This is an optimization exercise on Yosys and OpenROAD, whose aim is small area and a short achievable clock period, not a production implementation. At most, simulation tests tie the RTL to the original design; equivalence was not proved. Function not checked in runs 3 and 4: the RTL went through the layout flow alone. Power and IR drop assume default switching activity.

==> design/flow/design.v <==
`timescale 1ns / 1ps
module Compressor(CLK_8,RESET,Pixel,OB,SCLK);
input wire RESET,CLK_8;
input wire [7:0] Pixel;
output wire OB,SCLK;
function [15:0] f_add(input [15:0] a, input [15:0] b, input ci);
    integer i;
    reg c;
    begin
        c = ci;
        for (i = 0; i < 16; i = i + 1) begin
            f_add[i] = a[i] ^ b[i] ^ c;
            c = (a[i] & b[i]) | (c & (a[i] ^ b[i]));
        end
    end
endfunction
function [15:0] f_inc(input [15:0] a, input ci);
    integer i;
    reg c;
    begin
        c = ci;
        for (i = 0; i < 16; i = i + 1) begin
            f_inc[i] = a[i] ^ c;
            c = a[i] & c;
        end
    end
endfunction
reg [2:0] ph;
wire [2:0] ph_inc;
assign ph_inc = f_inc(ph, 1'b1);
always @(posedge CLK_8)
    if (RESET) ph <= 3'd0;
    else       ph <= ph_inc;
wire e0 = (ph == 3'd0);
wire e7 = (ph == 3'd7);
reg [8:0] rsum, rdif;
reg [1:0] turn;
reg [3:0] Cnt;
wire clip_c = (rsum < 9'd75) | (rsum > 9'd435)
            | (~rdif[8] & (rdif[7:0] > 8'd180))
            | ( rdif[8] & (rdif[7:0] < 8'd76));
wire nf_c = (rsum == 9'd0);
wire fp_c = (rsum == 9'd75) & (rdif == 9'd75);
wire tp_c = (rsum == 9'd77) & (rdif == 9'd77);
wire c0 = (Cnt == 4'd0), c1 = (Cnt == 4'd1), c2 = (Cnt == 4'd2), c3 = (Cnt == 4'd3);
wire c6 = (Cnt == 4'd6), c7 = (Cnt == 4'd7), c8 = (Cnt == 4'd8), c9 = (Cnt == 4'd9);
wire vss_c = (~tp_c | c6) & (c0 | c3 | c6 | c7 | c8 | c9);
wire v1_c = c1 | c2 | c7 | c8;
wire v2_c = c7 | c8;
wire uv_c = ~clip_c & (turn != 2'b00);
wire f_clip = clip_c;
wire f_vc   = vss_c & ~clip_c;
wire f_nf   = nf_c;
wire f_x1   = uv_c;
wire f_d1   = uv_c & v1_c & ~fp_c;
wire f_x2   = uv_c & v1_c;
wire f_d2   = uv_c & v2_c & ~tp_c;
wire [7:0] rs_inc2;
wire [8:0] rs_inc, rd_inc;
wire [3:0] cnt_inc;
assign rs_inc = f_inc(rsum, 1'b1);
assign rs_inc2 = f_inc(rsum[8:1], 1'b1);      
assign rd_inc = f_inc(rdif, 1'b1);
assign cnt_inc = f_inc(Cnt, 1'b1);
always @(posedge CLK_8)
    if (RESET) begin
        rsum <= 9'd509; rdif <= 9'h1ff; turn <= 2'b10; Cnt <= 4'd0;
    end else if (e0) begin
        if (turn == 2'b10) begin
            turn <= 2'b00;
            if (rdif == ~rs_inc) begin
                if (rsum == 9'd510) begin           
                    rsum <= 9'd0; rdif <= 9'd0;
                end else begin                      
                    rsum <= {~rs_inc2[7], rs_inc2[6:0], rsum[0]};    
                    rdif <= {~rdif[8], rdif[7:0]};                    
                end
            end else begin
                rsum <= rs_inc; rdif <= rd_inc;
            end
        end else
            turn <= {turn[0], ~turn[0]};
        if (~f_clip) Cnt <= (Cnt == 4'd11) ? 4'd0 : cnt_inc;
    end
reg [7:0] rR, rG, rB;
always @(posedge CLK_8) begin
    if (e0 && turn == 2'b10) rB <= Pixel;
    if (e7 && turn == 2'b01) rR <= Pixel;
    if (e7 && turn == 2'b10) rG <= Pixel;
end
wire clr = e0 & f_nf;               
wire [7:0] dx = (turn == 2'b00) ? rR : rG;
wire [7:0] dy = (turn == 2'b00) ? rG : rB;
wire [5:0] ddlo;
assign ddlo = f_add({1'b0,dx[4:0]}, {1'b0,~dy[4:0]}, 1'b1);
reg  [3:0] Dlo;                         
always @(posedge CLK_8) Dlo <= {ddlo[5], ddlo[4:2]};
wire [4:0] ddhi;
assign ddhi = f_add({2'b00,dx[7:5]}, {2'b11,~dy[7:5]}, Dlo[3]);
reg  [3:0] Dhi;                         
always @(posedge CLK_8) Dhi <= ddhi[3:0];
wire [6:0] Q = {Dhi, Dlo[2:0]};         
wire [6:0] uvr;                         
assign uvr = f_inc({Q[6],Q[6:1]}, Q[0]);
wire [5:0] uvq = (uvr == 7'd32) ? 6'd31 : uvr[5:0];
reg  [5:0] P1;                          
always @(posedge CLK_8) if (e0) P1 <= uvq;
wire [8:0] yt;
assign yt = f_add({1'b0,rR}, {1'b0,rB}, 1'b0);
reg  [8:0] Ya;
always @(posedge CLK_8) Ya <= yt;
wire [8:0] g8 = {f_inc({3'b000,rG[7:3]}, 1'b1), rG[2:0]};
wire [9:0] yu;
assign yu = f_add({1'b0,g8}, {2'b0,Ya[8:1]}, 1'b0);
reg  [5:0] Yb;                          
always @(posedge CLK_8) Yb <= yu[9:4];
wire [4:0] P1y = Yb[5] ? 5'd31 : Yb[4:0];
reg [5:0] cX1, cX2, oX1, oX2;
reg [6:0] cDp, oDp;
reg [6:0] cY1, cY2, oY1, oY2;
reg [7:0] cEp, oEp;
wire swap = e0 & (turn != 2'b00);
wire [6:0] l1a_s, l1a_c, l1d;
assign l1a_s = ({cX1[5],cX1}) ^ (~{P1[5],P1[5],P1[5:1]}) ^ (~{cX2[5],cX2[5],cX2[5:1]});
assign l1a_c = (({cX1[5],cX1}) & (~{P1[5],P1[5],P1[5:1]})) | ((~{cX2[5],cX2[5],cX2[5:1]}) & (({cX1[5],cX1}) ^ (~{P1[5],P1[5],P1[5:1]})));
assign l1d = f_add(l1a_s, {l1a_c[5:0], ~(P1[0] & cX2[0])}, 1'b1);
reg  [6:0] P2;
always @(posedge CLK_8) P2 <= l1d;
wire [2:0] l1lo = {1'b0,P2[1:0]} + {1'b0,cDp[1:0]};
wire l1ov = (P2 == 7'd63) & (cDp == 7'd63);
wire [6:0] l1b_s, l1b_c, l1s;
assign l1b_s = ({cX2[5],cX2}) ^ ({P2[6],P2[6],P2[6:2]}) ^ ({cDp[6],cDp[6],cDp[6:2]});
assign l1b_c = (({cX2[5],cX2}) & ({P2[6],P2[6],P2[6:2]})) | (({cDp[6],cDp[6],cDp[6:2]}) & (({cX2[5],cX2}) ^ ({P2[6],P2[6],P2[6:2]})));
assign l1s = f_add(l1b_s, {l1b_c[5:0], l1lo == 3'd6}, l1lo >= 3'd2);
reg  [6:0] P3;
always @(posedge CLK_8) P3 <= {l1s[6] ^ l1ov, l1s[5:0]};
wire [7:0] l2a_s, l2a_c, l2d;
assign l2a_s = ({cY1[6],cY1}) ^ (~{P3[6],P3[6],P3[6:1]}) ^ (~{cY2[6],cY2[6],cY2[6:1]});
assign l2a_c = (({cY1[6],cY1}) & (~{P3[6],P3[6],P3[6:1]})) | ((~{cY2[6],cY2[6],cY2[6:1]}) & (({cY1[6],cY1}) ^ (~{P3[6],P3[6],P3[6:1]})));
assign l2d = f_add(l2a_s, {l2a_c[6:0], ~(P3[0] & cY2[0])}, 1'b1);
reg  [7:0] P4;
always @(posedge CLK_8) P4 <= l2d;
wire [2:0] l2lo = {1'b0,P4[1:0]} + {1'b0,cEp[1:0]};
wire [7:0] l2b_s, l2b_c, l2s;
assign l2b_s = ({cY2[6],cY2}) ^ ({P4[7],P4[7],P4[7:2]}) ^ ({cEp[7],cEp[7],cEp[7:2]});
assign l2b_c = (({cY2[6],cY2}) & ({P4[7],P4[7],P4[7:2]})) | (({cEp[7],cEp[7],cEp[7:2]}) & (({cY2[6],cY2}) ^ ({P4[7],P4[7],P4[7:2]})));
assign l2s = f_add(l2b_s, {l2b_c[6:0], l2lo == 3'd6}, l2lo >= 3'd2);
reg  [7:0] P5;
always @(posedge CLK_8) P5 <= l2s;
always @(posedge CLK_8)
    if (swap) begin
        cX1 <= oX1; cX2 <= oX2; cDp <= oDp;
        cY1 <= oY1; cY2 <= oY2; cEp <= oEp;
        oX1 <= clr ? 6'd0 : f_x1 ? P1  : cX1;
        oX2 <= clr ? 6'd0 : f_x1 ? cX1 : cX2;
        oDp <= clr ? 7'd0 : f_d1 ? P2 : cDp;
        oY1 <= clr ? 7'd0 : f_x2 ? P3  : cY1;
        oY2 <= clr ? 7'd0 : f_x2 ? cY1 : cY2;
        oEp <= clr ? 8'd0 : f_d2 ? P4 : cEp;
    end
reg [7:0] pv0, pv1, pv2;
wire [7:0] dpcm_in = (turn == 2'b00) ? {3'b000,P1y} : P5;
wire [5:0] dflo;
assign dflo = f_add({1'b0,dpcm_in[4:0]}, {1'b0,~pv0[4:0]}, 1'b1);
reg  [5:0] P6a;                         
always @(posedge CLK_8) P6a <= dflo;
wire [3:0] dfhi;
assign dfhi = f_add({dpcm_in[7],dpcm_in[7:5]}, ~{pv0[7],pv0[7:5]}, P6a[5]);
wire [8:0] diff = {dfhi, P6a[4:0]};
reg  [8:0] P6;
always @(posedge CLK_8) P6 <= diff[8] ? {~diff[7:0],1'b1} : {diff[7:0],1'b0};
always @(posedge CLK_8)
    if (e0) begin
        pv0 <= pv1; pv1 <= pv2;
        pv2 <= clr ? 8'd0 : f_vc ? dpcm_in : pv0;
    end
reg [11:0] ac0, ac1, ac2;
reg [2:0]  NY, NU;
wire [2:0] N_in = (turn == 2'b00) ? NY : NU;
reg [3:0] leadA;
always @(*)
    casez (ac0)
        12'b1???????????: leadA = 4'd11;
        12'b01??????????: leadA = 4'd10;
        12'b001?????????: leadA = 4'd9;
        12'b0001????????: leadA = 4'd8;
        12'b00001???????: leadA = 4'd7;
        12'b000001??????: leadA = 4'd6;
        12'b0000001?????: leadA = 4'd5;
        12'b00000001????: leadA = 4'd4;
        12'b000000001???: leadA = 4'd3;
        12'b0000000001??: leadA = 4'd2;
        12'b00000000001?: leadA = 4'd1;
        default:          leadA = 4'd0;
    endcase
wire [1:0] leadN = N_in[2] ? 2'd3 : N_in[1] ? 2'd2 : N_in[0] ? 2'd1 : 2'd0;
wire [3:0] kdiff;
assign kdiff = f_add(leadA, {2'b11,~leadN}, 1'b1);
wire gt0 = ac0[5:0] > {2'b00,N_in,1'b0};
wire gt1 = ac0[5:0] > {1'b0,N_in,2'b00};
wire gt2 = ac0[5:0] > {N_in,3'b000};
wire gtk = (kdiff[1:0] == 2'd0) ? gt0 : (kdiff[1:0] == 2'd1) ? gt1 : gt2;
reg [1:0] Kb;
always @(posedge CLK_8)
    if (kdiff[3])                              Kb <= 2'b00;
    else if (kdiff[2] | (kdiff[1:0] == 2'b11)) Kb <= 2'b11;
    else if (gtk)                              Kb <= kdiff[1:0] + 2'b01;
    else                                       Kb <= kdiff[1:0];
wire [8:0]  quo = P6 >> Kb;
reg  [2:0]  rem;
always @(*)
    case (Kb)
        2'd0: rem = 3'b000;
        2'd1: rem = {2'b00,P6[0]};
        2'd2: rem = {1'b0,P6[1:0]};
        default: rem = P6[2:0];
    endcase
wire        esc = (quo[8:3] != 6'd0) | (quo[2:0] == 3'd7);
reg  [15:0] ones;
always @(*)
    case (quo[2:0])
        3'd0: ones = 16'h0000;
        3'd1: ones = 16'h0001;
        3'd2: ones = 16'h0003;
        3'd3: ones = 16'h0007;
        3'd4: ones = 16'h000f;
        3'd5: ones = 16'h001f;
        default: ones = 16'h003f;
    endcase
wire [15:0] cw2 = ({13'b0,rem} << (quo[2:0] + 3'd1)) | ones;
reg  [15:0] P7cw;
reg  [3:0]  P7lm1;
always @(posedge CLK_8) begin
    P7cw  <= ~(e7 & f_vc) ? 16'b0 : esc ? {P6,7'b1111111} : cw2;
    P7lm1 <= esc ? 4'd15 : ({2'b00,Kb} + {1'b0,quo[2:0]});
end
wire [6:0] aclo;
wire [8:0] P6v = f_vc ? P6 : 9'd0;
assign aclo = f_add({1'b0,ac0[5:0]}, {1'b0,P6v[5:0]}, 1'b0);
reg  [6:0] Alo;
always @(posedge CLK_8) Alo <= aclo;
wire [5:0] achi;
assign achi = f_add(ac0[11:6], {3'b000,P6v[8:6]}, Alo[6]);
wire [11:0] acsum = {achi, Alo[5:0]};
wire [2:0] ny_inc, nu_inc;
assign ny_inc = f_inc(NY, 1'b1);
assign nu_inc = f_inc(NU, 1'b1);
wire n7 = (N_in == 3'b111);
always @(posedge CLK_8)
    if (clr) begin
        ac0 <= ac1; ac1 <= ac2; ac2 <= 12'd0; NY <= 3'd0; NU <= 3'd0;
    end else if (e0) begin
        ac0 <= ac1; ac1 <= ac2;
        ac2 <= (f_vc & n7) ? {1'b0,ac0[11:1]} : acsum;
        if (f_vc & (turn == 2'b00)) NY <= n7 ? 3'b011 : ny_inc;
        if (f_vc & (turn == 2'b10)) NU <= n7 ? 3'b011 : nu_inc;
    end
reg [39:0] fifo;
reg [5:0]  sreg;    
reg        nz;      
wire push = e0 & f_vc;
wire [39:0] shifted = {24'b0,P7cw} << sreg;
wire [5:0] s_add;
assign s_add = f_add(sreg, push ? {2'b00,P7lm1} : {6{sreg != 6'd0}}, 1'b0);
always @(posedge CLK_8) begin
    fifo <= {1'b0,fifo[39:1]} | shifted;
    if (RESET)         nz <= 1'b0;
    else               nz <= push | (sreg != 6'd0);
    if (RESET)         sreg <= 6'd0;
    else               sreg <= s_add;
end
assign OB = fifo[0];
assign SCLK = nz;
endmodule
==> design/flow/flow/run.sh <==
#!/bin/bash
export BUFFER_PORTS_ARGS="-buffer_cell sky130_fd_sc_hd__buf_2"
export SETUP_SLACK_MARGIN=11.9
export CTS_ARGS="-sink_clustering_enable -repair_clock_nets -sink_clustering_size 30 -sink_clustering_max_diameter 100 -buf_list sky130_fd_sc_hd__clkbuf_16 -dont_use_dummy_load"
bash standard.sh > standard.log 2>&1
==> design/flow/standard.sh <==
#!/bin/bash
# synth_recipe.tcl (not shown) runs the flow's synth.tcl, then flattens the netlist and writes it again
# the make line also repeats each setting of config.mk as NAME=value (left out here)
make -C /OpenROAD-flow-scripts/flow DESIGN_CONFIG=/design/flow/config.mk WORK_HOME=/design/flow/orfs CLKGATE_MAP_FILE= SYNTH_SCRIPT=/design/flow/synth_recipe.tcl "${@:-finish}"
==> design/flow/config.mk <==
export PLATFORM = sky130hd
export DESIGN_NAME = Compressor
export DESIGN_NICKNAME = Compressor
export VERILOG_FILES = /design/flow/design.v
export SDC_FILE = /design/flow/constraint.sdc
export NUM_CORES = 4
export LEC_CHECK = 0
export CAP_MARGIN = 20
export CORE_MARGIN = 2
export CORE_UTILIZATION = 66
export CTS_BUF_LIST = sky130_fd_sc_hd__clkbuf_16
export CTS_CLUSTER_DIAMETER = 100
export CTS_CLUSTER_SIZE = 30
export SLEW_MARGIN = 20
==> design/flow/constraint.sdc <==
create_clock -name core_clock -period 16.0 [get_ports {CLK_8}]
set_input_delay 3.2000 -clock core_clock [delete_from_list [all_inputs] [get_ports {CLK_8}]]
set_output_delay 3.2000 -clock core_clock [all_outputs]
set_load 0.01 [all_outputs]
==> results.cfg, run 1 <==
[route]
route.detailed.vias_per_inst = 5.79
route.detailed.wl_per_inst_um = 17.6
drt_iter0_markers = 872
antenna_violating_nets_post_route = 0
drcViolationCount = 0
drt_wl_total_um = 30800
first_pass_iters = 5
routed-via-count = 10100

[critical_path]
rrSetupSlack_ns = 12.01
critPathCaptureType = output pin
timing_worst_setup_path_type = flop to output pin
worstPathRequired_ns = 12.80
rr_endpoint = sreg[5]$_SDFF_PP0_
critical_path_depth = 1
critical_path_peak_fanout = 1
crit_chain = buf_6
worst_path_largest_cell_delay_ns = 0.35
cp_top_family = flip-flops
cell_at_the_slowest_stage_of_the_critical_path = dfxtp_2
critPathBufInv = 1
worst_r2r_startpoint = Cnt[0]$_SDFFE_PP0P_
cp-start-kind = flop
count_of_cells_along_the_worst_register_to_register_path = 19
cp_data_arrival_time_ns = 0.98

[yosys]
synthesis.area_per_instance_um2 = 11.7
post_synth_num_cell_types = 74
synthFlopType = dfxtp_1
yosysWarnings = 1
synth_enable_flop_cells = 160
netlist_instances = 1432
seq_area_frac_synth_pct = 51.0
synth-seq-cells = 348
postSynthNetCount = 1612
netlist_area_mm2 = 0.0168
postSynth.asyncResetShare_pct = 0

[clocking]
cts.reportedPaths.clkPinSlew_ns = 0.11
tritoncts_clock_tree = yes
clock_path_buffers = 3
tritoncts.num_buffers = 15
ctsRootBufferMaster = clkbuf_16
cts_htree_levels = 1
clock_insertion_delay_worst_skew_ns = 0.52
numClockSinks = 348

[place]
detailedPlacementHpwl_um = 21900
placed_cell_area_mm2 = 0.0171
port_buffers = 11
place.gp.congestion = 0.849

[layout]
fin_nets = 1602
n_antenna_cell = 0
syn_to_final_growth_pct = 4.74
postLayoutCellArea_mm2 = 0.0176
mostFrequentLayoutCell = dfxtp_1
most-common-layout-cells = 181 x dfxtp_1, 160 x edfxtp_1, 134 x inv_1
final_layout_size_suffix_gt1_share_pct = 7.32

[floorplanning]
die_boundary_width_um = 164
start_util_pct = 66.9
pin_count = 12
placeableCoreArea_mm2 = 0.0251
row_count = 58
dieArea_mm2 = 0.0268
die_height_um = 164

[run]
timing.max_cap.violations = 0

[sta]
slew_at_the_pin_with_the_worst_max_slew_slack_ns = 1.06
final.setup.tns_ns = 0
rsz0062_at_grt = true
timing.final.crit_period_ns = 4.18
clock_skew_ns = 0.0449
count_of_endpoints_failing_setup_in_the_final_report = 0
final_hold_viol_count = 0
finalCritPeriodShare_pct = 26.1
max_freq_ghz = 0.239
maxSlewViolCount = 0
max_slew_margin_pct = 28.6

[min_path]
hold_path.startpoint = oX1[0]$_SDFFCE_PP0P_
worstHoldPathCells = 0
hold-path-endpoint = cX1[0]$_DFFE_PP_
hold_class = flop to flop

[global_route]
grt_pass1_wl_um = 51400
sum_of_overflow_across_all_layers_after_global_routing = 0
number_of_global_route_vias_before_repair = 10200
grt_start_max_net_pins = 83
antenna_found_initial = 0
overall_global_routing_usage_pct = 24.1

[pwr]
vdd_drop_max_mv = 0.115
cellPowerDensity_mw_per_mm2 = 163
power.leakage_nw = 7.15

[outcome]
outcome = timing/DRC/antenna clean
## metal layers
layer	GRT usage (%)	wire length (um)	share of wire (%)
met5	0	0	0
met4	5.14	502	1.6
met3	2.29	1090	3.5
met2	41.4	15300	50
met1	33.8	13900	45
## Yosys cell counts (all sizes together), types with 12 or more instances
cell	count	share of area (%)
a21o	15	0.67
a21oi	81	2.4
a221o	12	0.71
a31oi	18	0.67
and2	13	0.48
buf	20	0.83
clkbuf	32	0.71
dfxtp	188	22
edfxtp	160	29
fa	89	11
ha	81	6.0
inv	136	3.0
mux2i	76	4.6
nand2	95	2.1
nand2b	12	0.45
nand3	17	0.51
nand4	13	0.57
nor2	97	2.2
nor2b	15	0.56
nor3	31	1.1
o21ai	74	2.3
xnor2	17	0.89
xor2	15	0.78
## area by class of cell
type | count | area [um^2]
sequential | 348 | 8580
tap | 330 | 413
fill | 1900 | 7500
inverter | 141 | 529
clock buffer | 15 | 375
multi-input combinational | 891 | 7510
timing repair buffer | 25 | 199
## report_power, final
part / total (W) / switching [W] / leakage (nW) / internal, W
registers: 0.00141 / 0.000191 / 3.09 / 0.00122
logic: 0.00104 / 0.000574 / 3.87 / 0.000470
clock network: 0.000423 / 0.000253 / 0.185 / 0.000170
total: 0.00288 / 0.00102 / 7.15 / 0.00186
## flip-flops by register name, summed over array words and instances (netlist names), 9 cells and up
| register | flops |
|---|---|
| rdif | 9 |
| ac0 | 12 |
| P7cw | 16 |
| rsum | 9 |
| ac1 | 12 |
| ac2 | 12 |
| fifo | 40 |
| P6 | 9 |
## cells by family after synthesis
family | synth area share, %
muxes | 6.48
AOI/OAI and AO/OA | 9.26
adders and majority gates | 16.6
buffers and inverters | 4.70
xor gates and xnor gates | 1.67
DFF | 51.0
and+or+nand+nor | 10.3
## worst max-delay path by stage
| stage | end | slack (ns) | startpoint |
|---|---|---|---|
| after floorplan | rsum[2]$_SDFFE_PP1P_ | 12.00 | RESET |
| after global placement | sreg[5]$_SDFF_PP0_ | 11.70 | Cnt[0]$_SDFFE_PP0P_ |
| after detailed placement | sreg[5]$_SDFF_PP0_ | 11.56 | Cnt[0]$_SDFFE_PP0P_ |
| after CTS | SCLK | 11.80 | nz$_SDFF_PP0_ |
| after global routing | SCLK | 11.78 | nz$_SDFF_PP0_ |
| final | SCLK | 11.82 | nz$_SDFF_PP0_ |
## through the flow
stage | hold slack [ns] | worst slack, ns | utilization (%) | instances | power [W]
5_1_grt | 0.421 | 11.78 | 70.1 | 1750 | 0.00313
3_5_place_dp | 0.390 | 11.56 | 68.1 | 1729 | 0.00246
3_3_place_gp | 0.388 | 11.70 | 68.1 | 1729 | 0.00240
6_report | 0.405 | 11.82 | 70.1 | 1750 | 0.00288
4_1_cts | 0.406 | 11.80 | 69.7 | 1746 | 0.00289
2_1_floorplan | 0.382 | 12.00 | - | 1432 | 0.00217
## what timing repair did
item	in CTS	in global routing
pin swaps	1	4
setup endpoints to repair	7	8
buffers inserted	2	3
hold buffers	0	0
gates resized for setup	5	16
==> run 2, diff against run 1 <==
--- a/design/flow/config.mk
+++ b/design/flow/config.mk
@@ -8,5 +8,5 @@
 export CAP_MARGIN = 20
 export CORE_MARGIN = 2
-export CORE_UTILIZATION = 66
+export CORE_UTILIZATION = 55
 export CTS_BUF_LIST = sky130_fd_sc_hd__clkbuf_16
 export CTS_CLUSTER_DIAMETER = 100
==> run 2 against run 1 <==
Critical path type unchanged. Highest routed layer unchanged. Sequential cell count unchanged. Synthesized cell count unchanged. Routed wire length grew 1.2%. First-iteration DRC count fell by 5.3%.
==> results.cfg, run 2 <==
[outcome]
outcome = timing/DRC/antenna clean

[layout]
register_area_mm2 = 0.00858
multi_input_combinational_cell_area_mm2 = 0.00753
fillerInstances = 2573
final_layout_size_suffix_gt1_share_pct = 7.67
fin_nets = 1604
most-common-layout-cells = 181 x dfxtp_1, 160 x edfxtp_1, 134 x inv_1
n_antenna_cell = 0
largest-register = fifo
mostFrequentLayoutCell = dfxtp_1
largestRegisters = fifo x40, P7cw x16
largest_register_ff_count = 40
syn_to_final_growth_pct = 5.38
postLayoutCellArea_mm2 = 0.0177

[sta]
finalCritPeriodShare_pct = 26.0
final.setup.tns_ns = 0
clock_skew_ns = 0.0408
slew_at_the_pin_with_the_worst_max_slew_slack_ns = 1.06
max_freq_ghz = 0.241
maxSlewViolCount = 0
final_hold_viol_count = 0
max_slew_margin_pct = 29.6
timing.final.crit_period_ns = 4.16
setup_ws_ns = 11.84
count_of_endpoints_failing_setup_in_the_final_report = 0
rsz0062_at_grt = true

[critical_path]
worst_path_largest_cell_delay_ns = 0.35
worstPathRequired_ns = 12.80
cp-start-kind = flop
worst_setup_path_startpoint = nz$_SDFF_PP0_
critical_path_peak_fanout = 1
rrSetupSlack_ns = 12.04
cell_at_the_slowest_stage_of_the_critical_path = dfxtp_2
worst_r2r_startpoint = cEp[0]$_DFFE_PP_
critPathBufInv = 1
cp_top_family = flip-flops
critPathCaptureType = output pin
cp_data_arrival_time_ns = 0.96
crit_chain = buf_6
timing_worst_setup_path_type = flop to output pin

[global_route]
grt_start_max_net_pins = 83
number_of_global_route_vias_before_repair = 10000
sum_of_overflow_across_all_layers_after_global_routing = 0
grt_pass1_wl_um = 51300
overall_global_routing_usage_pct = 20.1
antenna_found_initial = 0

[place]
place.gp.congestion = 0.858
place_ws_ns = 11.60
port_buffers = 11
placed_cell_area_mm2 = 0.0172
detailedPlacementHpwl_um = 22000

[clocking]
cts_htree_levels = 1
ctsRootBufferMaster = clkbuf_16
numClockSinks = 348
clock_insertion_delay_worst_skew_ns = 0.52
clock_path_buffers = 3
holdBufCountCts = 0
tritoncts.num_buffers = 16
tritoncts_clock_tree = yes
cts.reportedPaths.clkPinSlew_ns = 0.11

[yosys]
yosysWarnings = 1
synth_top_area_share_pct = 28.6
synth.most_common_cell = dfxtp_1
postSynthNetCount = 1612
synth-seq-cells = 348
synth_enable_flop_cells = 160
seq_area_frac_synth_pct = 51.0
netlist_area_mm2 = 0.0168
synthDominantAreaCellType = edfxtp_1
cell_types_occupying_the_most_area_after_synthesis = edfxtp_1 29%, dfxtp_1 22%, fa_1 11%
netlist_instances = 1432
ys_top_cells_by_count = 188 x dfxtp_1, 160 x edfxtp_1, 135 x inv_1, 96 x nor2_1, 94 x nand2_1
synthesis.area_per_instance_um2 = 11.7
synthFlopType = dfxtp_1
post_synth_num_cell_types = 74
postSynth.asyncResetShare_pct = 0

[run]
timing.max_cap.violations = 0

[floorplanning]
row_count = 64
start_util_pct = 55.4
placeableCoreArea_mm2 = 0.0303
pin_count = 12
die_boundary_width_um = 179
die_height_um = 179
dieArea_mm2 = 0.0320

[pwr]
power.leakage_nw = 7.16
cellPowerDensity_mw_per_mm2 = 162
vdd_drop_max_mv = 0.123

[route]
route.detailed.wl_per_inst_um = 17.1
first_pass_iters = 6
drt_wl_total_um = 31200
drcViolationCount = 0
drt_iter0_markers = 826
route.detailed.vias_per_inst = 5.52
antenna_violating_nets_post_route = 0
routed-via-count = 10000

[min_path]
hold_class = flop to flop
hold_path.startpoint = fifo[38]$_DFF_P_
-- run 2: cell counts after synthesis --
Identical to the previous run, type by type.
-- run 2: path summary, 6_finish.rpt --
path | to | cells after the start
max | SCLK | 1
min | fifo[37]$_DFF_P_ | 2
max reg2reg | P5[6]$_DFF_P_ | 11
min reg2reg | fifo[37]$_DFF_P_ | 2
-- run 2: where the power goes --
part	total, W	leakage, nW	switching (W)	internal (W)
logic	0.00102	3.87	0.000562	0.000461
registers	0.00141	3.09	0.000191	0.00122
clock network	0.000441	0.197	0.000260	0.000181
-- run 2: cells by family after synthesis --
logic type	share of synthesized area [%]
buffers and inverters	4.70
AO/OA/AOI/OAI	9.26
flip-flops	51.0
AND/OR/NAND/NOR	10.3
multiplexers	6.48
XOR/XNOR	1.67
adder cells (fa/ha/maj)	16.6
-- run 2: cell type report --
class	instances	area share [%]
inverter	141	2.99
clock buffer	16	2.26
sequential	348	48.4
tap	396	2.80
timing repair buffer	26	1.04
multi-input combinational	891	42.5
-- run 2: metrics by stage --
step	std cells	total power, W	utilization, %	hold WS, ns
after detailed placement	1795	0.00245	56.6	0.390
after global routing	1818	0.00313	58.4	0.427
after CTS	1813	0.00290	58.0	0.414
after global placement	1795	0.00241	56.6	0.382
final	1818	0.00287	58.4	0.411
after floorplan	1432	0.00217	-	0.382
-- run 2: timing repair --
action / 4_1_cts / 5_1_grt
pin swaps: 1 / 7
resized for setup: 6 / 18
cloned: 0 / 0
setup buffers: 2 / 4
setup endpoints to repair: 6 / 7
-- run 2: metal layers --
metal / global-route usage (%) / vias to the layer above / routed length (um)
met5: 0 / - / 0
met4: 3.42 / 0 / 437
met3: 1.84 / 19 / 915
met2: 35.1 / 129 / 15300
met1: 27.9 / 4944 / 14600
li1: - / 4945 / -
==> run 3, diff against run 2 <==
--- a/design/flow/design.v
+++ b/design/flow/design.v
@@ -98,6 +98,5 @@
 wire [4:0] ddhi;
 assign ddhi = f_add({2'b00,dx[7:5]}, {2'b11,~dy[7:5]}, Dlo[3]);
-reg  [3:0] Dhi;                         
-always @(posedge CLK_8) Dhi <= ddhi[3:0];
+wire [3:0] Dhi = ddhi[3:0];             
 wire [6:0] Q = {Dhi, Dlo[2:0]};         
 wire [6:0] uvr;                         
@@ -229,10 +228,13 @@
     endcase
 wire [15:0] cw2 = ({13'b0,rem} << (quo[2:0] + 3'd1)) | ones;
-reg  [15:0] P7cw;
+reg  [9:0]  P7cw2;
+reg         P7esc;
 reg  [3:0]  P7lm1;
 always @(posedge CLK_8) begin
-    P7cw  <= ~(e7 & f_vc) ? 16'b0 : esc ? {P6,7'b1111111} : cw2;
+    P7cw2 <= (e7 & f_vc & ~esc) ? cw2[9:0] : 10'b0;
+    P7esc <= e7 & f_vc & esc;
     P7lm1 <= esc ? 4'd15 : ({2'b00,Kb} + {1'b0,quo[2:0]});
 end
+wire [15:0] P7cw = P7esc ? {P6,7'b1111111} : {6'b0,P7cw2};
 wire [6:0] aclo;
 wire [8:0] P6v = f_vc ? P6 : 9'd0;
--- a/design/flow/config.mk
+++ b/design/flow/config.mk
@@ -8,5 +8,5 @@
 export CAP_MARGIN = 20
 export CORE_MARGIN = 2
-export CORE_UTILIZATION = 55
+export CORE_UTILIZATION = 60
 export CTS_BUF_LIST = sky130_fd_sc_hd__clkbuf_16
 export CTS_CLUSTER_DIAMETER = 100
==> run 3 against run 2 <==
Still clean on timing, DRC and antenna. Via count up 6.2%. Clock skew down 0.010 ns. Sequential share of layout area down 1.0 points. Clock-buffer cell count down 1. Non-clock buffer count up 1. Largest power group unchanged.
==> results.cfg, run 3 <==
[layout]
largest_register_ff_count = 40
final_layout_size_suffix_gt1_share_pct = 6.58
fillerInstances = 2278
mostFrequentLayoutCell = dfxtp_1
most-common-layout-cells = 172 x dfxtp_1, 160 x edfxtp_1, 143 x nand2_1
n_antenna_cell = 0
postLayoutCellArea_mm2 = 0.0177
syn_to_final_growth_pct = 4.92
largest-register = fifo
fin_nets = 1672
layout.cells.non_filler = 1868

[critical_path]
critPathCaptureType = output pin
cp-start-kind = flop
critical_path_peak_fanout = 1
worstPathRequired_ns = 12.80
cp_data_arrival_time_ns = 0.99
cp_top_family = flip-flops
critPathBufInv = 1
timing_worst_setup_path_type = flop to output pin
worst_path_largest_cell_delay_ns = 0.38
crit_chain = buf_6
cell_at_the_slowest_stage_of_the_critical_path = dfxtp_2

[yosys]
combinational_family_with_the_most_area_after_synthesis = adder cells
synthDominantAreaCellType = edfxtp_1
synthesized_area_fraction_occupied_by_ao_oa_aoi_and_oai_cells_pct = 11.8
synthesis.area_per_instance_um2 = 11.1
synth.area.mux_share_pct = 3.86
synth-seq-cells = 339
netlist_area_mm2 = 0.0169
synth_top_area_share_pct = 28.5
netlist_instances = 1520
yosysWarnings = 1
seq_area_frac_synth_pct = 49.7
post_synth_fa_ha_maj_area_fraction_pct = 16.6
post_synth_num_cell_types = 81
cell_types_occupying_the_most_area_after_synthesis = edfxtp_1 28%, dfxtp_1 21%, fa_1 11%
postSynth.asyncResetShare_pct = 0
synth_enable_flop_cells = 160
ys_top_cells_by_count = 179 x dfxtp_1, 160 x edfxtp_1, 144 x nand2_1, 137 x inv_1, 116 x a21oi_1
simple_gate_share_of_the_synthesized_area_pct = 11.6
synth-xor-area-share_pct = 1.66
synthFlopType = dfxtp_1
postSynthNetCount = 1700
synth.most_common_cell = dfxtp_1

[floorplanning]
row_count = 61
start_util_pct = 60.8
dieArea_mm2 = 0.0295
die_height_um = 172
placeableCoreArea_mm2 = 0.0278
die_boundary_width_um = 172
pin_count = 12

[route]
route.detailed.vias_per_inst = 5.71
drt_iter0_markers = 825
drt_wl_total_um = 33300
antenna_violating_nets_post_route = 0
routed-via-count = 10700
route.detailed.wl_per_inst_um = 17.8
first_pass_iters = 5
drcViolationCount = 0

[pwr]
p_comb_share_pct = 39.3
power_report.internal_total_w = 0.00187
power.leakage_nw = 6.95
vdd_drop_max_mv = 0.111
power_switching_share_pct = 36.7
cellPowerDensity_mw_per_mm2 = 167
power.sequential.fraction_pct = 46.4
relative_contribution_of_the_clock_network_to_total_power_pct = 14.3
p_switching_w = 0.00108

[clocking]
tritoncts.num_buffers = 15
cts.reportedPaths.clkPinSlew_ns = 0.11
ctsRootBufferMaster = clkbuf_16
numClockSinks = 339
clock_path_buffers = 3
tritoncts_clock_tree = yes
clock_insertion_delay_worst_skew_ns = 0.51
holdBufCountCts = 0
cts_htree_levels = 1

[min_path]
hold_class = flop to flop

[sta]
timing.final.crit_period_ns = 4.19
count_of_endpoints_failing_setup_in_the_final_report = 0
rsz0062_at_grt = true
max_slew_margin_pct = 25.7
hold_ws_ns = 0.409
final.setup.tns_ns = 0
maxSlewViolCount = 0
slew_at_the_pin_with_the_worst_max_slew_slack_ns = 1.12
setup_ws_ns = 11.81
final_hold_viol_count = 0
max_freq_ghz = 0.239
finalCritPeriodShare_pct = 26.2
clock_skew_ns = 0.0305

[run]
timing.max_cap.violations = 0

[place]
place.gp.congestion = 0.868
port_buffers = 11
numPlacedInstances = 1851
detailedPlacementHpwl_um = 23200
placed_cell_area_mm2 = 0.0172
place_ws_ns = 11.72

[outcome]
outcome = timing/DRC/antenna clean

[global_route]
grt_pass1_wl_um = 54800
overall_global_routing_usage_pct = 23.5
number_of_global_route_vias_before_repair = 10500
antenna_found_initial = 0
sum_of_overflow_across_all_layers_after_global_routing = 0
grt_start_max_net_pins = 83
-- run 3: cell types whose count changed after synthesis, moves of 11 or more --
cell,delta
o21ai_1,+18
a21oi_1,+35
mux2i_1,-35
nand2_1,+50
nor2_1,-40
nand3_1,+28
clkbuf_1,+17
o21ai_0,-11
nor2b_1,+11
-- run 3: layout make-up --
type	count	area, um^2	area share (%)
clock buffers	15	375	2.12
inverters	137	514	2.90
multi-input cells	972	7740	43.7
flip-flops and latches	339	8400	47.4
well taps	378	473	2.67
repair buffers	27	208	1.17
-- run 3: through the flow --
step / total power (W) / util (%)
floorplan: 0.00221 / -
global route: 0.00319 / 63.8
CTS: 0.00297 / 63.5
detailed placement: 0.00254 / 62.0
finish: 0.00295 / 63.8
global placement: 0.00250 / 62.0
-- run 3: timing repair --
item / 4_1_cts / 5_1_grt
setup buffers: 1 / 1
pin swaps: 1 / 6
setup endpoints to repair: 5 / 15
resized for setup: 3 / 22
cloned: 0 / 0
-- run 3: path summary, 6_finish.rpt --
check / start / slack (ns) / depth (start not counted) / to
worst max-delay path: nz$_SDFF_PP0_ / 11.81 / 1 / SCLK
worst min-delay path: P6a[3]$_DFF_P_ / 0.41 / 1 / P6[4]$_DFF_P_
worst max register to register: cEp[0]$_DFFE_PP_ / 12.03 / 12 / P5[7]$_DFF_P_
worst min register to register: P6a[3]$_DFF_P_ / 0.41 / 1 / P6[4]$_DFF_P_
-- run 3: routing by layer --
layer	GRT usage [%]	share of wire, %	vias up
met5	0	0	-
met4	4.64	1.6	0
met1	33.6	47	5205
met3	2.09	3.2	32
met2	39.5	48	202
li1	-	-	5223
-- run 3: power by group through the flow --
stage                     clock network, W  registers (W)  logic, W
after floorplan                          0        0.00132  0.000891
after global placement                   0        0.00139   0.00112
after detailed placement                 0        0.00139   0.00115
after CTS                         0.000436        0.00137   0.00116
after global routing              0.000462        0.00140   0.00133
final                             0.000422        0.00137   0.00116
-- run 3: cell families after synthesis --
group | Yosys count
and+or+nand+nor | 393
DFF | 339
AOI/OAI and AO/OA | 318
buffers and inverters | 209
adders and majority gates | 170
muxes | 59
xor gates and xnor gates | 32
==> run 4, diff against run 3 <==
--- a/design/flow/design.v
+++ b/design/flow/design.v
@@ -98,5 +98,6 @@
 wire [4:0] ddhi;
 assign ddhi = f_add({2'b00,dx[7:5]}, {2'b11,~dy[7:5]}, Dlo[3]);
-wire [3:0] Dhi = ddhi[3:0];             
+reg  [3:0] Dhi;                         
+always @(posedge CLK_8) Dhi <= ddhi[3:0];
 wire [6:0] Q = {Dhi, Dlo[2:0]};         
 wire [6:0] uvr;                         
@@ -177,33 +178,23 @@
 reg [2:0]  NY, NU;
 wire [2:0] N_in = (turn == 2'b00) ? NY : NU;
-reg [3:0] leadA;
+wire [1:0] L = N_in[2] ? 2'd3 : N_in[1] ? 2'd2 : N_in[0] ? 2'd1 : 2'd0;
+reg kneg, kbig, kge3, kb2, kb1;
 always @(*)
-    casez (ac0)
-        12'b1???????????: leadA = 4'd11;
-        12'b01??????????: leadA = 4'd10;
-        12'b001?????????: leadA = 4'd9;
-        12'b0001????????: leadA = 4'd8;
-        12'b00001???????: leadA = 4'd7;
-        12'b000001??????: leadA = 4'd6;
-        12'b0000001?????: leadA = 4'd5;
-        12'b00000001????: leadA = 4'd4;
-        12'b000000001???: leadA = 4'd3;
-        12'b0000000001??: leadA = 4'd2;
-        12'b00000000001?: leadA = 4'd1;
-        default:          leadA = 4'd0;
+    case (L)
+        2'd0: begin kneg = 1'b0;          kbig = |ac0[11:8];  kge3 = |ac0[11:3]; kb2 = ac0[2]; kb1 = ac0[1]; end
+        2'd1: begin kneg = ~|ac0[11:1];   kbig = |ac0[11:9];  kge3 = |ac0[11:4]; kb2 = ac0[3]; kb1 = ac0[2]; end
+        2'd2: begin kneg = ~|ac0[11:2];   kbig = |ac0[11:10]; kge3 = |ac0[11:5]; kb2 = ac0[4]; kb1 = ac0[3]; end
+        default: begin kneg = ~|ac0[11:3]; kbig = ac0[11];    kge3 = |ac0[11:6]; kb2 = ac0[5]; kb1 = ac0[4]; end
     endcase
-wire [1:0] leadN = N_in[2] ? 2'd3 : N_in[1] ? 2'd2 : N_in[0] ? 2'd1 : 2'd0;
-wire [3:0] kdiff;
-assign kdiff = f_add(leadA, {2'b11,~leadN}, 1'b1);
 wire gt0 = ac0[5:0] > {2'b00,N_in,1'b0};
 wire gt1 = ac0[5:0] > {1'b0,N_in,2'b00};
 wire gt2 = ac0[5:0] > {N_in,3'b000};
-wire gtk = (kdiff[1:0] == 2'd0) ? gt0 : (kdiff[1:0] == 2'd1) ? gt1 : gt2;
 reg [1:0] Kb;
 always @(posedge CLK_8)
-    if (kdiff[3])                              Kb <= 2'b00;
-    else if (kdiff[2] | (kdiff[1:0] == 2'b11)) Kb <= 2'b11;
-    else if (gtk)                              Kb <= kdiff[1:0] + 2'b01;
-    else                                       Kb <= kdiff[1:0];
+    if (kneg | kbig)   Kb <= 2'b00;
+    else if (kge3)     Kb <= 2'b11;
+    else if (kb2)      Kb <= gt2 ? 2'd3 : 2'd2;
+    else if (kb1)      Kb <= gt1 ? 2'd2 : 2'd1;
+    else               Kb <= gt0 ? 2'd1 : 2'd0;
 wire [8:0]  quo = P6 >> Kb;
 reg  [2:0]  rem;
@@ -228,13 +219,10 @@
     endcase
 wire [15:0] cw2 = ({13'b0,rem} << (quo[2:0] + 3'd1)) | ones;
-reg  [9:0]  P7cw2;
-reg         P7esc;
+reg  [15:0] P7cw;
 reg  [3:0]  P7lm1;
 always @(posedge CLK_8) begin
-    P7cw2 <= (e7 & f_vc & ~esc) ? cw2[9:0] : 10'b0;
-    P7esc <= e7 & f_vc & esc;
+    P7cw  <= ~(e7 & f_vc) ? 16'b0 : esc ? {P6,7'b1111111} : cw2;
     P7lm1 <= esc ? 4'd15 : ({2'b00,Kb} + {1'b0,quo[2:0]});
 end
-wire [15:0] P7cw = P7esc ? {P6,7'b1111111} : {6'b0,P7cw2};
 wire [6:0] aclo;
 wire [8:0] P6v = f_vc ? P6 : 9'd0;
==> run 4 against run 3 <==
Die area down 0.96%. Maximum frequency grew 0.68%. Sequential cell count grew 9. Clock power grew 5%. Critical path depth unchanged. Routed wire length decreased by 3.6%. Non-clock buffer count down 1. Design area shrank 0.62%. Synthesized area fell by 0.98%. Worst hold slack got worse by 0.0040 ns. Largest cell class unchanged.
==> results.cfg, run 4 <==
[clocking]
ctsRootBufferMaster = clkbuf_16
cts_htree_levels = 1
clock_insertion_delay_worst_skew_ns = 0.52
clock_path_buffers = 3
tritoncts.num_buffers = 16
holdBufCountCts = 0
cts.reportedPaths.clkPinSlew_ns = 0.11
numClockSinks = 348
tritoncts_clock_tree = yes

[global_route]
number_of_global_route_vias_before_repair = 10100
overall_global_routing_usage_pct = 22.6
antenna_found_initial = 0
groute.layer.met1.usage_pct = 32.3
sum_of_overflow_across_all_layers_after_global_routing = 0
grt_peak_use_layer = met2
grt_util_met3_pct = 2.15
use_met2_pct = 37.8
grt_start_max_net_pins = 83
grt_pass1_wl_um = 52500

[critical_path]
cell_at_the_slowest_stage_of_the_critical_path = dfxtp_2
critical_path_depth = 1
cp_top_family = flip-flops
critPathBufInv = 1
cp-start-kind = flop
timing_worst_setup_path_type = flop to output pin
crit_chain = buf_6
critical_path_peak_fanout = 1
worstPathRequired_ns = 12.80
count_of_cells_along_the_worst_register_to_register_path = 13
critPathCaptureType = output pin
worst_path_largest_cell_delay_ns = 0.34
cp_data_arrival_time_ns = 0.96

[yosys]
seq_area_frac_synth_pct = 51.2
synthDominantAreaCellType = edfxtp_1
synth_enable_flop_cells = 160
yosysWarnings = 1
synthesis.area_per_instance_um2 = 11.4
postSynth.asyncResetShare_pct = 0
netlist_instances = 1469
cell_types_occupying_the_most_area_after_synthesis = edfxtp_1 29%, dfxtp_1 23%, fa_1 11%
synth-seq-cells = 348
ys_top_cells_by_count = 188 x dfxtp_1, 160 x edfxtp_1, 137 x nand2_1, 130 x inv_1, 112 x a21oi_1
netlist_area_mm2 = 0.0167
synthFlopType = dfxtp_1
synth_top_area_share_pct = 28.7
synth.most_common_cell = dfxtp_1
post_synth_num_cell_types = 70
postSynthNetCount = 1643

[floorplanning]
row_count = 61
start_util_pct = 60.5
die_boundary_width_um = 171
die_height_um = 171
dieArea_mm2 = 0.0292
placeableCoreArea_mm2 = 0.0276
pin_count = 12

[sta]
final.setup.tns_ns = 0
max_slew_margin_pct = 29.9
max_freq_ghz = 0.240
final_hold_viol_count = 0
timing.final.crit_period_ns = 4.16
count_of_endpoints_failing_setup_in_the_final_report = 0
finalCritPeriodShare_pct = 26.0
clock_skew_ns = 0.0406
slew_at_the_pin_with_the_worst_max_slew_slack_ns = 1.05
rsz0062_at_grt = true
maxSlewViolCount = 0

[pwr]
relative_contribution_of_the_clock_network_to_total_power_pct = 15.2
p_switching_w = 0.00103
power.sequential.fraction_pct = 48.6
vdd_drop_max_mv = 0.0928
cellPowerDensity_mw_per_mm2 = 164
power_switching_share_pct = 35.4
p_comb_share_pct = 36.1
power_report.internal_total_w = 0.00187
design_power_total_w = 0.00289
power.leakage_nw = 7.04

[route]
drt_wl_total_um = 32100
route.detailed.vias_per_inst = 5.68
drcViolationCount = 0
drt_iter0_markers = 852
antenna_violating_nets_post_route = 0
first_pass_iters = 5
routed-via-count = 10400
route.detailed.wl_per_inst_um = 17.6

[place]
port_buffers = 11
place.gp.congestion = 0.865
detailedPlacementHpwl_um = 22200

[min_path]
worstHoldPathCells = 1
hold_class = flop to flop

[layout]
largest-register = fifo
largestRegisters = fifo x40, P7cw x16
syn_to_final_growth_pct = 5.30
n_antenna_cell = 0
most-common-layout-cells = 185 x dfxtp_1, 160 x edfxtp_1, 137 x nand2_1
fin_nets = 1623
largest_register_ff_count = 40
mostFrequentLayoutCell = dfxtp_1
final_layout_size_suffix_gt1_share_pct = 7.33

[run]
timing.max_cap.violations = 0

[outcome]
outcome = timing/DRC/antenna clean
==> run 4: cells by family after synthesis <==
family / count (synthesis) / synth area share (%)
mux: 72 / 5.17
buf+inv: 197 / 4.59
xor+xnor: 30 / 1.57
simple gates: 370 / 10.7
fa+ha+maj: 164 / 16.2
compound gates: 288 / 10.5
flops: 348 / 51.2
==> run 4: cell type report <==
type                    instances  area, um^2
inverters                     133         503
clock buffers                  16         400
multi-input cells             924        7480
fillers                      2224       10000
flip-flops and latches        348        8570
well taps                     378         473
repair buffers                 26         178
==> run 4: through the flow <==
stage / instance area (um^2) / worst slack [ns] / std cells / hold slack, ns / util, %
after CTS: 17500 / 11.81 / 1823 / 0.406 / 63.4
final: 17600 / 11.84 / 1825 / 0.405 / 63.7
after global routing: 17600 / 11.77 / 1825 / 0.434 / 63.7
after global placement: 17100 / 11.65 / 1804 / 0.385 / 61.8
after detailed placement: 17100 / 11.56 / 1804 / 0.389 / 61.8
after floorplan: 16700 / 11.90 / 1469 / 0.382 / -
==> run 4: timing repair <==
item                       CTS  global route
gates resized for setup     10            19
pin swaps                    2             8
setup endpoints to repair    9            19
buffers inserted             3             2
==> run 4: per-layer routing <==
layer | part of all wire (%) | vias up
li1 | - | 5064
met1 | 47 | 5080
met2 | 48 | 195
met3 | 3.6 | 31
met4 | 1.6 | 0
met5 | 0 | -
==> run 4: path summary, 6_finish.rpt <==
path | start | to | slack (ns)
max | nz$_SDFF_PP0_ | SCLK | 11.84
min | P6a[4]$_DFF_P_ | P6[5]$_DFF_P_ | 0.41
max reg2reg | cEp[0]$_DFFE_PP_ | P5[7]$_DFF_P_ | 11.99
min reg2reg | P6a[4]$_DFF_P_ | P6[5]$_DFF_P_ | 0.41
==> run 4: power by group through the flow <==
| stage | clock [W] | sequential (W) | combinational [W] |
|---|---|---|---|
| after floorplan | 0 | 0.00134 | 0.000820 |
| after CTS | 0.000459 | 0.00141 | 0.00104 |
| final | 0.000441 | 0.00141 | 0.00105 |
| after detailed placement | 0 | 0.00143 | 0.00102 |
| after global placement | 0 | 0.00142 | 0.000995 |
| after global routing | 0.000486 | 0.00144 | 0.00120 |

port drivers added, routing unchanged:
The flow's constraints put no driver on any port. The routed layouts listed below were extracted and timed again, unchanged, in two steps.
Step 1 (the two cells are an assumption about what drives the block):
set clk [get_ports {CLK_8}]
set_driving_cell -lib_cell sky130_fd_sc_hd__clkbuf_16 $clk
set_driving_cell -lib_cell sky130_fd_sc_hd__buf_2 [delete_from_list [all_inputs] $clk]
Step 2 adds t to the input delays and takes it off the output delays; t is the mean of the earliest and latest rising clock arrival at the registers after step 1. Input paths then give back, and output paths get back, about the clock's delay inside the block.
a / b / c = ideal ports / drivers / drivers and shift; a / b = the first two.
run | shift t [ns] | slack for setup (ns) | worst hold slack (ns)
run 1 | 0.548 | 11.820 / 11.771 / 11.680 | 0.405 / 0.405 / 0.405
run 2 | 0.551 | 11.844 / 11.792 / 11.635 | 0.411 / 0.411 / 0.411
run 3 | 0.542 | 11.811 / 11.759 / 11.698 | 0.409 / 0.409 / 0.409
run 4 | 0.547 | 11.839 / 11.793 / 11.636 | 0.405 / 0.405 / 0.405
After both steps every run listed still meets setup and hold. The setup slack of run 2, which loses most, moves by -0.052 ns with the drivers and by -0.209 ns with both steps.
